This is an optimization exercise on Yosys and OpenROAD, whose aim is small area, a short achievable clock period and few clock cycles per item, not a production implementation. Where RTL was checked, it was by simulation tests only, not by an equivalence proof against the original.

==> build 76 <==
==> flow/design.v (excerpt) <==
module pipelined(
    input  wire              clk,
    input  wire              rst,
    input  wire              in_valid,
    output wire              in_ready,
    input  wire signed [15:0] a,
    input  wire signed [15:0] b,
    input  wire signed [15:0] c,
    input  wire signed [15:0] d,
    input  wire signed [15:0] e,
    output reg               out_valid,
    input  wire              out_ready,
    output wire signed [31:0] y
);
==> flow/config.mk <==
export PLATFORM = sky130hd
export DESIGN_NAME = pipelined
export DESIGN_NICKNAME = pipelined
export VERILOG_FILES = /design/flow/design.v
export SDC_FILE = /design/flow/constraint.sdc
export NUM_CORES = 4
export LEC_CHECK = 0
export ABC_AREA = 1
export CAP_MARGIN = 20
export CORE_MARGIN = 2
export CORE_UTILIZATION = 40
export SETUP_SLACK_MARGIN = 4.5
export SLEW_MARGIN = 20
==> flow/constraint.sdc <==
create_clock -name core_clock -period 8.0 [get_ports {clk}]
set_input_delay 1.6000 -clock core_clock [delete_from_list [all_inputs] [get_ports {clk}]]
set_output_delay 1.6000 -clock core_clock [all_outputs]
set_load 0.01 [all_outputs]
standard.sh (not shown) runs the stock make flow with config.mk's settings and CLKGATE_MAP_FILE= SYNTH_SCRIPT=/design/flow/synth_recipe.tcl, a recipe that flattens the netlist after the stock synthesis.
==> flow/flow/run.sh <==
#!/bin/bash
# Standard ORFS layout, except that Yosys's "synth" runs with -noabc, so the quick
# ABC pass before full-adder extraction does not scramble the adder tree's polarity.
set -euo pipefail
sed 's/yosys synth -nofsm -noshare {\*}\$args/yosys synth -nofsm -noshare -noabc {*}$args/' synth_recipe.tcl > flow/noabc_synth.tcl
grep -q -- '-noabc' flow/noabc_synth.tcl
sed "s#SYNTH_SCRIPT=[^ ]*#SYNTH_SCRIPT=$PWD/flow/noabc_synth.tcl#" standard.sh > flow/standard_noabc.sh
grep -q noabc_synth flow/standard_noabc.sh
bash flow/standard_noabc.sh > standard.log 2>&1
==> flow/flow/noabc_synth.tcl <==
proc synth {args} { yosys synth -nofsm -noshare -noabc {*}$args }
source $::env(SCRIPTS_DIR)/synth.tcl
# left out here: clear keep_hierarchy, flatten, clean up, hide names made inside functions, write 1_2_yosys.v
==> flow/flow/standard_noabc.sh <==
#!/bin/bash
# The standard flow's own layout of this design, on the ORFS make targets given (by default finish). After
# finish it leaves the final layout's DEF at /design/flow/out/final.def.
set -euo pipefail
make -C /OpenROAD-flow-scripts/flow DESIGN_CONFIG=/design/flow/config.mk WORK_HOME=/design/flow/orfs CLKGATE_MAP_FILE= SYNTH_SCRIPT=/design/flow/flow/noabc_synth.tcl ABC_AREA=1 CAP_MARGIN=20 CORE_MARGIN=2 CORE_UTILIZATION=40 SETUP_SLACK_MARGIN=4.5 SLEW_MARGIN=20 "${@:-finish}"
if [[ -f /design/flow/orfs/results/sky130hd/pipelined/base/6_final.odb ]]; then
  : # left out here: write the final layout as DEF
fi
==> build 67 (differences from build 76) <==
--- a/flow/flow/run.sh
+++ b/flow/flow/run.sh
@@ -7,3 +7,3 @@
 sed "s#SYNTH_SCRIPT=[^ ]*#SYNTH_SCRIPT=$PWD/flow/noabc_synth.tcl#" standard.sh > flow/standard_noabc.sh
 grep -q noabc_synth flow/standard_noabc.sh
-bash flow/standard_noabc.sh > standard.log 2>&1
+bash flow/standard_noabc.sh "BUFFER_PORTS_ARGS=-buffer_cell sky130_fd_sc_hd__buf_1" finish > standard.log 2>&1
==> flow/flow/standard_noabc.sh (replaced) <==
#!/bin/bash
# The standard flow's own layout of this design, on the ORFS make targets given (by default finish). After
# finish it leaves the final layout's DEF at /design/flow/out/final.def.
set -euo pipefail
make -C /OpenROAD-flow-scripts/flow DESIGN_CONFIG=/design/flow/config.mk WORK_HOME=/design/flow/orfs CLKGATE_MAP_FILE= SYNTH_SCRIPT=/design/flow/flow/noabc_synth.tcl ABC_AREA=1 CAP_MARGIN=20 CORE_MARGIN=2 CORE_UTILIZATION=40 SETUP_SLACK_MARGIN=3.8 SLEW_MARGIN=20 "${@:-finish}"
if [[ -f /design/flow/orfs/results/sky130hd/pipelined/base/6_final.odb ]]; then
  : # left out here: write the final layout as DEF
fi
--- a/flow/config.mk
+++ b/flow/config.mk
@@ -10,4 +10,4 @@
 export CORE_MARGIN = 2
 export CORE_UTILIZATION = 40
-export SETUP_SLACK_MARGIN = 4.5
+export SETUP_SLACK_MARGIN = 3.8
 export SLEW_MARGIN = 20
==> flow_summary.ini <==
[global_route]
use_met1 = 0.319
grt_pass1_wl_um = 92300

[detailed_routing]
drt_iter0_drc = 1560
met3_length_um = 5200

[timing]
max_slew_margin = 0.491
whs_ns = 0.449

[cells_and_area]
mostFrequentLayoutCells = 276 x nand2_1, 255 x xor2_1, 239 x o22ai_1, 238 x fa_1, 217 x edfxtp_1
layout.cells.non_filler = 2809

[status]
status = complete, no violations

[worst_setup_path]
cp_slowest_cell = fa_1

[clock_tree]
cts_resized = 40

[placement]
placed_cell_area_sq_mm = 0.0220
(the above is from build 76)
==> flow_summary.ini <==
[detailed_routing]
met3_length_um = 4610
remaining_drc_errors = 0
drt_iter0_drc = 1656

[status]
status = complete, no violations

[worst_setup_path]
cp_slowest_cell = edfxtp_1

[timing]
max_slew_margin = 0.175
whs_ns = 0.449

[placement]
placed_cell_area_sq_mm = 0.0213

[cells_and_area]
drive_gt1_frac = 0.0523
area_growth_pct = 9.89
mostFrequentLayoutCells = 277 x nand2_1, 259 x xor2_1, 244 x fa_1, 240 x o22ai_1, 219 x inv_1

[global_route]
use_met1 = 0.328

[clock_tree]
cts_resized = 0

[floorplanning]
coreArea_sq_mm = 0.0502

[min_path]
whs_path_depth = 2
(the above is from build 67)
No run of this note included a check of the RTL's function; only the layout flow was run.

* * *

==> v5 <==
pipelined, a different RTL version from the one above (not shown whole).
## pipelined
module pipelined(
    input  wire              clk,
    input  wire              rst,
    input  wire              in_valid,
    output wire              in_ready,
    input  wire signed [15:0] a,
    input  wire signed [15:0] b,
    input  wire signed [15:0] c,
    input  wire signed [15:0] d,
    input  wire signed [15:0] e,
    output reg               out_valid,
    input  wire              out_ready,
    output wire signed [31:0] y
);
Settings: LEC_CHECK=0, ABC_AREA=1, CAP_MARGIN=20, CORE_MARGIN=2, CORE_UTILIZATION=40, SETUP_SLACK_MARGIN=4.35, SLEW_MARGIN=20; clock period 8.0 ns.
==> flow/flow/run.sh <==
#!/bin/bash
# Standard ORFS layout, except that Yosys's "synth" runs with -noabc, so the quick
# ABC pass before full-adder extraction does not scramble the adder tree's polarity.
set -euo pipefail
sed 's/yosys synth -nofsm -noshare {\*}\$args/yosys synth -nofsm -noshare -noabc {*}$args/' synth_recipe.tcl > flow/noabc_synth.tcl
grep -q -- '-noabc' flow/noabc_synth.tcl
sed "s#SYNTH_SCRIPT=[^ ]*#SYNTH_SCRIPT=$PWD/flow/noabc_synth.tcl#" standard.sh > flow/standard_noabc.sh
grep -q noabc_synth flow/standard_noabc.sh
bash flow/standard_noabc.sh "BUFFER_PORTS_ARGS=-buffer_cell sky130_fd_sc_hd__buf_1" finish > standard.log 2>&1
==> flow/flow/standard_noabc.sh <==
#!/bin/bash
# The standard flow's own layout of this design, on the ORFS make targets given (by default finish). After
# finish it leaves the final layout's DEF at /design/flow/out/final.def.
set -euo pipefail
make -C /OpenROAD-flow-scripts/flow DESIGN_CONFIG=/design/flow/config.mk WORK_HOME=/design/flow/orfs CLKGATE_MAP_FILE= SYNTH_SCRIPT=/design/flow/flow/noabc_synth.tcl ABC_AREA=1 CAP_MARGIN=20 CORE_MARGIN=2 CORE_UTILIZATION=40 SETUP_SLACK_MARGIN=4.35 SLEW_MARGIN=20 "${@:-finish}"
if [[ -f /design/flow/orfs/results/sky130hd/pipelined/base/6_final.odb ]]; then
  : # left out here: write the final layout as DEF
fi
Scripts as last shown in full above: flow/flow/noabc_synth.tcl
==> v14: changes against v5 <==
==> flow/flow/standard_noabc.sh (replaced) <==
#!/bin/bash
# The standard flow's own layout of this design, on the ORFS make targets given (by default finish). After
# finish it leaves the final layout's DEF at /design/flow/out/final.def.
set -euo pipefail
make -C /OpenROAD-flow-scripts/flow DESIGN_CONFIG=/design/flow/config.mk WORK_HOME=/design/flow/orfs CLKGATE_MAP_FILE= SYNTH_SCRIPT=/design/flow/flow/noabc_synth.tcl ABC_AREA=1 CAP_MARGIN=5 CORE_MARGIN=2 CORE_UTILIZATION=40 SETUP_SLACK_MARGIN=4.2 SLEW_MARGIN=5 "${@:-finish}"
if [[ -f /design/flow/orfs/results/sky130hd/pipelined/base/6_final.odb ]]; then
  : # left out here: write the final layout as DEF
fi
Settings changed: CAP_MARGIN 20 to 5, SETUP_SLACK_MARGIN 4.35 to 4.2, SLEW_MARGIN 20 to 5.
==> impl_metrics.json <==
{
  "status": "timing/DRC/antenna clean",
  "cp.required_ps": 8310,
  "use_met2_pct": 31.0,
  "met3_usage_pct": 3.81,
  "timing.hold.ws_ps": 449,
  "fillers": 4585,
  "worstPathCellList": "fa_1, fa_1, fa_1, fa_1, fa_1",
  "rsz0062_at_grt": "no",
  "grt_util_met1_pct": 28.8,
  "nets": 2131,
  "fin_crit_ps": 3700
}
# the run above: v14

==> impl_metrics.json <==
{
  "fin_crit_ps": 3600,
  "use_met2_pct": 31.0,
  "first_pass_iters": 6,
  "timing.hold.ws_ps": 449,
  "grt_max_degree": 142,
  "nets": 2172,
  "status": "timing/DRC/antenna clean",
  "met3_usage_pct": 4.11,
  "grt_util_met1_pct": 28.5,
  "multi_input_cells": 1183,
  "rsz0062_at_grt": "yes",
  "place_area_mm2": 0.0204,
  "synthMuxAreaShare_pct": 0,
  "fillers": 4534,
  "multi_input_area_mm2": 0.0113,
  "synth_top_family_by_area": "adder cells",
  "worstPathCellList": "xor2_1, fa_1, fa_1, fa_1, fa_1"
}
# the run above: v5

Testbench counts of v5, summed over its fixed seeds: cycles 32,024, items 32,000.
Testbench counts of v14, summed over its fixed seeds: cycles 32,024, items 32,000.

* * *

==> job 7181: inputs <==
Another version of the RTL of pipelined (not shown whole).
Settings: LEC_CHECK=0, ABC_AREA=1, CAP_MARGIN=5, CORE_MARGIN=2, CORE_UTILIZATION=40, SETUP_SLACK_MARGIN=4.2, SLEW_MARGIN=5; clock period 8.0 ns.
==> flow/flow/standard_noabc.sh <==
#!/bin/bash
# The standard flow's own layout of this design, on the ORFS make targets given (by default finish). After
# finish it leaves the final layout's DEF at /design/flow/out/final.def.
set -euo pipefail
make -C /OpenROAD-flow-scripts/flow DESIGN_CONFIG=/design/flow/config.mk WORK_HOME=/design/flow/orfs CLKGATE_MAP_FILE= SYNTH_SCRIPT=/design/flow/flow/noabc_synth.tcl ABC_AREA=1 CAP_MARGIN=5 CORE_MARGIN=2 CORE_UTILIZATION=40 SETUP_SLACK_MARGIN=4.2 SLEW_MARGIN=5 "${@:-finish}"
if [[ -f /design/flow/orfs/results/sky130hd/pipelined/base/6_final.odb ]]; then
  : # left out here: write the final layout as DEF
fi
Scripts as last shown in full above: flow/flow/run.sh, flow/flow/noabc_synth.tcl
==> inputs of job 4481, as changes to job 7181 <==
--- a/flow/design.v
+++ b/flow/design.v
@@ -10,18 +10,27 @@
     input  wire signed [15:0] e,
     output reg               out_valid,
     input  wire              out_ready,
     output wire signed [31:0] y
 );
-  wire stall = out_valid & ~out_ready;
-  assign in_ready = ~stall;
-  reg vA, vM;
+  reg vA, vM, y2v, rdy;
+  wire stall = y2v;             
+  wire pop = out_valid & out_ready;
+  assign in_ready = rdy;
   always @(posedge clk) begin
     if (rst) begin
-      vA <= 1'b0; vM <= 1'b0; out_valid <= 1'b0;
-    end else if (~stall) begin
-      vA <= in_valid; vM <= vA; out_valid <= vM;
+      vA <= 1'b0; vM <= 1'b0; out_valid <= 1'b0; y2v <= 1'b0; rdy <= 1'b1;
+    end else begin
+      if (~y2v) begin
+        vA <= in_valid; vM <= vA;
+      end
+      if (~out_valid | out_ready) out_valid <= y2v | vM;
+      if (y2v) begin
+        y2v <= ~pop; rdy <= pop;
+      end else begin
+        y2v <= out_valid & ~out_ready & vM; rdy <= ~(out_valid & ~out_ready & vM);
+      end
     end
   end
   reg [15:0] An, Cn, E;
   always @(posedge clk) if (~stall) begin An <= ~a; Cn <= ~c; E <= e; end
   reg [7:0] xneg, xonen, xtwon;
@@ -1063,9 +1072,11 @@
   wire c841 = m30_0 & m30_1;
   wire s842 = m31_0 ^ m31_1;
   wire c843 = m31_0 & m31_1;
   wire [31:0] row0 = {c841, c839, c837, c835, c833, s832, s830, c827, c823, s822, c815, s814, c805, c799, c793, c787, c783, s780, c773, c769, c765, s764, c759, s756, c753, m6_2, m5_0, m4_0, m3_0, m2_0, m1_0, m0_0};
   wire [31:0] row1 = {s842, s840, s838, s836, s834, c831, c829, s828, s826, c819, s818, c811, s810, s804, s798, s792, s786, s782, s776, s772, s768, c761, s760, s758, s754, s752, m5_1, m4_1, 1'b0, 1'b0, 1'b0, 1'b0};
-  reg [31:0] Y;
-  always @(posedge clk) if (~stall) Y <= row0 + row1;
+  wire [31:0] sum = row0 + row1;
+  reg [31:0] Y, Y2;
+  always @(posedge clk) if (~out_valid | out_ready) Y <= y2v ? Y2 : sum;
+  always @(posedge clk) if (~y2v) Y2 <= sum;
   assign y = Y;
 endmodule
==> flow/flow/standard_noabc.sh (replaced) <==
#!/bin/bash
# The standard flow's own layout of this design, on the ORFS make targets given (by default finish). After
# finish it leaves the final layout's DEF at /design/flow/out/final.def.
set -euo pipefail
make -C /OpenROAD-flow-scripts/flow DESIGN_CONFIG=/design/flow/config.mk WORK_HOME=/design/flow/orfs CLKGATE_MAP_FILE= SYNTH_SCRIPT=/design/flow/flow/noabc_synth.tcl ABC_AREA=1 CAP_MARGIN=20 CORE_MARGIN=2 CORE_UTILIZATION=40 SETUP_SLACK_MARGIN=4.2 SLEW_MARGIN=20 "${@:-finish}"
if [[ -f /design/flow/orfs/results/sky130hd/pipelined/base/6_final.odb ]]; then
  : # left out here: write the final layout as DEF
fi
Settings changed: CAP_MARGIN 5 to 20, SLEW_MARGIN 5 to 20.
==> notes.md <==
- Slew margin rel.: 21.2%
- R2r endpoint: m3_0$_DFFE_PN_
- CP top delay family: adder cells
- Data required time of the worst path: 8.33 ns
- Skew-Pair Late Insertion Delay: 0.60 ns
- Reg-to-Reg Start: yneg[0]$_DFFE_PN_
- Layout cells sized above 1: around 4.4%
- Synthesized flop and latch total: 254
- Worst Max-Slew Pin Slew: 1.18 ns
- Status: finished clean
-- figures above: job 4481

==> notes.md <==
- Status: finished clean
- Data required time of the worst path: between 6 and 7 ns
- CP top delay family: buffers and inverters
- Worst Max-Slew Pin Slew: 1.28 ns
- Slew margin rel.: 14.9%
- Synthesized flop and latch total: 220
-- figures above: job 7181

No run of this note included a check of the RTL's function; only the layout flow was run.

* * *

==> run H <==
pipelined with an RTL version that a note above also has.
Settings: LEC_CHECK=0, ABC_AREA=1, CAP_MARGIN=20, CORE_MARGIN=2, CORE_UTILIZATION=40, CTS_BUF_LIST=sky130_fd_sc_hd__clkbuf_4 sky130_fd_sc_hd__clkbuf_8, SETUP_SLACK_MARGIN=4.2, SLEW_MARGIN=20; clock period 8.0 ns.
==> flow/flow/standard_noabc.sh <==
#!/bin/bash
# The standard flow's own layout of this design, on the ORFS make targets given (by default finish). After
# finish it leaves the final layout's DEF at /design/flow/out/final.def.
set -euo pipefail
make -C /OpenROAD-flow-scripts/flow DESIGN_CONFIG=/design/flow/config.mk WORK_HOME=/design/flow/orfs CLKGATE_MAP_FILE= SYNTH_SCRIPT=/design/flow/flow/noabc_synth.tcl ABC_AREA=1 CAP_MARGIN=20 CORE_MARGIN=2 CORE_UTILIZATION=40 'CTS_BUF_LIST=sky130_fd_sc_hd__clkbuf_4 sky130_fd_sc_hd__clkbuf_8' SETUP_SLACK_MARGIN=4.2 SLEW_MARGIN=20 "${@:-finish}"
if [[ -f /design/flow/orfs/results/sky130hd/pipelined/base/6_final.odb ]]; then
  : # left out here: write the final layout as DEF
fi
Scripts as last shown in full above: flow/flow/run.sh, flow/flow/noabc_synth.tcl
==> inputs of run G, as changes to run H <==
==> flow/flow/standard_noabc.sh (replaced) <==
#!/bin/bash
# The standard flow's own layout of this design, on the ORFS make targets given (by default finish). After
# finish it leaves the final layout's DEF at /design/flow/out/final.def.
set -euo pipefail
make -C /OpenROAD-flow-scripts/flow DESIGN_CONFIG=/design/flow/config.mk WORK_HOME=/design/flow/orfs CLKGATE_MAP_FILE= SYNTH_SCRIPT=/design/flow/flow/noabc_synth.tcl ABC_AREA=1 CAP_MARGIN=20 CORE_MARGIN=2 CORE_UTILIZATION=60 PLACE_DENSITY=0.75 SETUP_SLACK_MARGIN=4.2 SLEW_MARGIN=20 "${@:-finish}"
if [[ -f /design/flow/orfs/results/sky130hd/pipelined/base/6_final.odb ]]; then
  : # left out here: write the final layout as DEF
fi
CORE_UTILIZATION = 60   (was 40)
CTS_BUF_LIST = not set   (was sky130_fd_sc_hd__clkbuf_4 sky130_fd_sc_hd__clkbuf_8)
PLACE_DENSITY = 0.75   (was not set)
==> inputs of run K, as changes to run H <==
==> flow/flow/standard_noabc.sh (replaced) <==
#!/bin/bash
# The standard flow's own layout of this design, on the ORFS make targets given (by default finish). After
# finish it leaves the final layout's DEF at /design/flow/out/final.def.
set -euo pipefail
make -C /OpenROAD-flow-scripts/flow DESIGN_CONFIG=/design/flow/config.mk WORK_HOME=/design/flow/orfs CLKGATE_MAP_FILE= SYNTH_SCRIPT=/design/flow/flow/noabc_synth.tcl ABC_AREA=0 CAP_MARGIN=20 CORE_MARGIN=2 CORE_UTILIZATION=40 SETUP_SLACK_MARGIN=4.2 SLEW_MARGIN=20 "${@:-finish}"
if [[ -f /design/flow/orfs/results/sky130hd/pipelined/base/6_final.odb ]]; then
  : # left out here: write the final layout as DEF
fi
ABC_AREA = 0   (was 1)
CTS_BUF_LIST = not set   (was sky130_fd_sc_hd__clkbuf_4 sky130_fd_sc_hd__clkbuf_8)
==> summary of the runs <==
Final area: run H > run K > run G. Utilization: run G > run K > run H. Via count, lowest first: run K, run H, run G. Sequential cell count is the same in run H and run K. Between run K and run G, the lower first-iteration DRC count is in run K (gap about 28%, measured against run G). Run G produced a clean layout. Run K produced a clean layout. Run H completed without violations.
Testbench counts of run H, summed over its fixed seeds: cycles 32,024, items 32,000.
Testbench counts of run G, summed over its fixed seeds: cycles 32,024, items 32,000.
Testbench counts of run K, summed over its fixed seeds: cycles 32,024, items 32,000.

separate check: timing with driven ports:
The results above use ideal ports. As a check the final layouts listed here were re-extracted and re-timed, cells and wires unchanged.
Step 1 (the two cells are an assumption about what drives the block):
set clk [get_ports {clk}]
set_driving_cell -lib_cell sky130_fd_sc_hd__clkbuf_16 $clk
set_driving_cell -lib_cell sky130_fd_sc_hd__buf_2 [delete_from_list [all_inputs] $clk]
Step 2 times the ports against the registers' clock, not the clock port: input delays grow and output delays shrink by t, the midpoint of the rising clock arrivals with the driver on.
Slacks: ideal ports / drivers / drivers and shift; pairs: ideal ports / drivers.
| run | t (ns) | setup slack, ns | worst slew at a driven data input, ns | pins driven straight from the clock port |
|---|---|---|---|---|
| build 76 | 0.642 | 4.517 / 4.517 / 4.517 | 0.04 | 1 |
| build 67 | 0.651 | 4.065 / 4.065 / 4.065 | 0.04 | 1 |
| v5 | 0.623 | 4.398 / 4.398 / 4.398 | 0.04 | 1 |
| v14 | 0.618 | 4.304 / 4.304 / 4.304 | 0.04 | 1 |
| job 7181 | 0.598 | 4.186 / 4.153 / 3.912 | 0.05 | 1 |
| job 4481 | 0.639 | 4.281 / 4.281 / 4.281 | 0.05 | 1 |
| run H | 0.672 | 4.304 / 4.304 / 4.304 | 0.04 | 1 |
| run G | 0.625 | 4.276 / 4.276 / 4.276 | 0.05 | 1 |
| run K | 0.611 | 4.302 / 4.302 / 4.302 | 0.07 | 1 |
After both steps every run listed still meets setup and hold. For job 7181, which loses most, drivers alone change the setup slack by -0.033 ns; drivers and shift together by -0.274 ns.
